This design comes from an exercise in tuning for small area and a short achievable clock period on the open sky130 flow, not from production work.
In this exercise RTL edits were held to simulation tests only and were not proved equivalent to the original.
Power and IR drop assume default switching activity.

job 4094:
==> flow/design.v <==
`timescale 1ns / 1ps
module ALU(
    input clk,
    input reset,
    input [31:0] A,
    input [31:0] B,
    input [3:0] ALU_control,
    output reg [31:0] result,
    output reg Z,
    output reg N,
    output reg C,
    output reg V
    );
    wire [3:0] op = ALU_control;
    wire op_add  = (op == 4'b0000);
    wire op_sub  = (op == 4'b0001);
    wire op_or   = (op == 4'b0010);
    wire op_and  = (op == 4'b0011);
    wire op_xor  = (op == 4'b0100);
    wire op_sll  = (op == 4'b0101);
    wire op_srl  = (op == 4'b0110);
    wire op_slt  = (op == 4'b0111);
    wire op_sltu = (op == 4'b1000);
    wire op_arith = (op[3:1] == 3'b000);
    wire inv = op[3] | (op[0] & ~(op[1] & ~op[2]));
    wire [31:0] bx = B ^ {32{inv}};
    wire [31:0] p = A ^ bx;
    wire [31:0] g = A & bx;
    wire [32:0] s = {1'b0, A} + {1'b0, bx} + {32'b0, inv};
    wire [31:0] sum = s[31:0];
    wire cout = s[32];
    wire ltu = ~cout;
    wire lts = (A[31] ^ B[31]) ? A[31] : ~cout;
    function [31:0] rev(input [31:0] x);
        integer k;
        for (k = 0; k < 32; k = k + 1) rev[k] = x[31 - k];
    endfunction
    wire [31:0] sh_in = op_sll ? rev(A) : A;
    wire [31:0] sh_out = sh_in >> B[4:0];
    wire [31:0] sh_rev = rev(sh_out);
    wire [31:0] r =
          ({32{op_add | op_sub}} & sum)
        | ({32{op_xor | op_or}} & p)
        | ({32{op_and | op_or}} & g)
        | ({32{op_srl}} & sh_out)
        | ({32{op_sll}} & sh_rev)
        | {31'b0, (op_slt & lts) | (op_sltu & ltu)};
    wire z_w = ~|r;
    wire c_w = op_arith & cout;
    wire v_w = op_arith & (A[31] == bx[31]) & (sum[31] != A[31]);
    always @(posedge clk or posedge reset) begin
        if (reset) begin
            result <= 32'b0;
            Z <= 1'b0;
            N <= 1'b0;
            C <= 1'b0;
            V <= 1'b0;
        end else begin
            result <= r;
            Z <= z_w;
            N <= r[31];
            C <= c_w;
            V <= v_w;
        end
    end
endmodule
==> flow/config.mk <==
export PLATFORM = sky130hd
export DESIGN_NAME = ALU
export DESIGN_NICKNAME = ALU
export VERILOG_FILES = /design/flow/design.v
export SDC_FILE = /design/flow/constraint.sdc
export NUM_CORES = 4
export LEC_CHECK = 0
export CAP_MARGIN = 20
export CORE_MARGIN = 2
export CORE_UTILIZATION = 40
export GPL_TIMING_DRIVEN = 0
export SLEW_MARGIN = 20
==> flow/constraint.sdc <==
create_clock -name core_clock -period 5.5 [get_ports {clk}]
set_input_delay 1.1000 -clock core_clock [delete_from_list [all_inputs] [get_ports {clk}]]
set_output_delay 1.1000 -clock core_clock [all_outputs]
set_load 0.01 [all_outputs]
standard.sh (not shown) runs the stock make flow with config.mk's settings and CLKGATE_MAP_FILE= SYNTH_SCRIPT=/design/flow/synth_recipe.tcl, a recipe that flattens the netlist after the stock synthesis.
==> flow/flow/run.sh <==
#!/bin/bash
# The standard ORFS layout, with three changes: port buffers use the
# smallest buffer, and after global routing gates that are not timing
# critical are sized down (ORFS's power recovery).
set -euo pipefail
bash standard.sh \
  "BUFFER_PORTS_ARGS=-buffer_cell sky130_fd_sc_hd__buf_1" \
  RECOVER_POWER=100 \
  finish > flow_make.log 2>&1
Edits applied to the flow inputs when going from job 4094 to job 655:
==> flow/run.sh (new file) <==
#!/bin/bash
# synth_recipe.tcl (not shown) runs the flow's synth.tcl, then flattens the netlist and writes it again
# the make line also repeats each setting of config.mk as NAME=value (left out here)
make -C /OpenROAD-flow-scripts/flow DESIGN_CONFIG=/design/flow/config.mk WORK_HOME=/design/flow/orfs CLKGATE_MAP_FILE= SYNTH_SCRIPT=/design/flow/synth_recipe.tcl finish
removed: flow/flow/run.sh
removed: flow/standard.sh
==> comparison <==
Part of the total power dissipated in the clock network (higher): job 655. Diff job 4094 -> job 655: area growth from synthesis to layout +11 points, average wire length per cell after detail routing went up by 0.61 um, total power now sits higher, non-clock buffer share of cell area increased 7.4 points, pin count of the biggest net entering global routing ~0 delta. Job 4094 leaves less setup margin than job 655.
For job 4298, these inputs were changed with respect to job 655:
Settings: a deleted GPL_TIMING_DRIVEN that had been 0.
Results
- The run showing the greater area taken by multi-input logic gates is job 655.
- Via count essentially unchanged between job 4298 and job 655.
- Total power, job 4298 and job 655: smaller value in job 655
- Final cell count up 55 in job 4298 wrt job 655
- Of job 4298 and job 655, job 655 shows the lower count of clock-buffer cells in the layout, with job 4298 above it.
- Final design instance area without fill deteriorates in job 4298 relative to job 655.
- Looking at growth of design area from synthesis to finish, job 4298 sits 5.8 points higher than job 655 does.
- Looking only at arrival time at the worst endpoint, and setting everything else aside, the lower value of job 4298 and job 655 goes to job 4298.
- Going from job 655 to job 4298, shortest period the worst path allows went down, detailed-route wire length went down.

-- what the ideal ports hide --
No port has a modelled driver above. Below, the same layouts with a new extraction and two added sets of constraints. Step 1: set_driving_cell puts a clkbuf_16 on clk and a buf_2 on each other input, an assumption about the parent block. Step 2 moves the port delays by t, midway between the first and last clock arrival at a register: inputs arrive t later, outputs are due t later. That takes back most of the time a late clock gives input paths. a / b / c = no drivers / after step 1 / after step 2; a / b = the first two.
run	t (ns)	setup slack, ns	worst hold slack (ns)
job 4094	0.299	0.136 / 0.147 / -0.152	1.118 / 1.112 / 1.411
job 655	0.305	0.149 / 0.161 / -0.144	1.244 / 1.238 / 1.543
job 4298	0.303	0.259 / 0.257 / -0.046	1.219 / 1.219 / 1.522
Met with ideal ports but missed after step 2: setup timing in every run listed. For job 4298, which loses most, drivers alone change the setup slack by -0.002 ns; drivers and shift together by -0.305 ns.
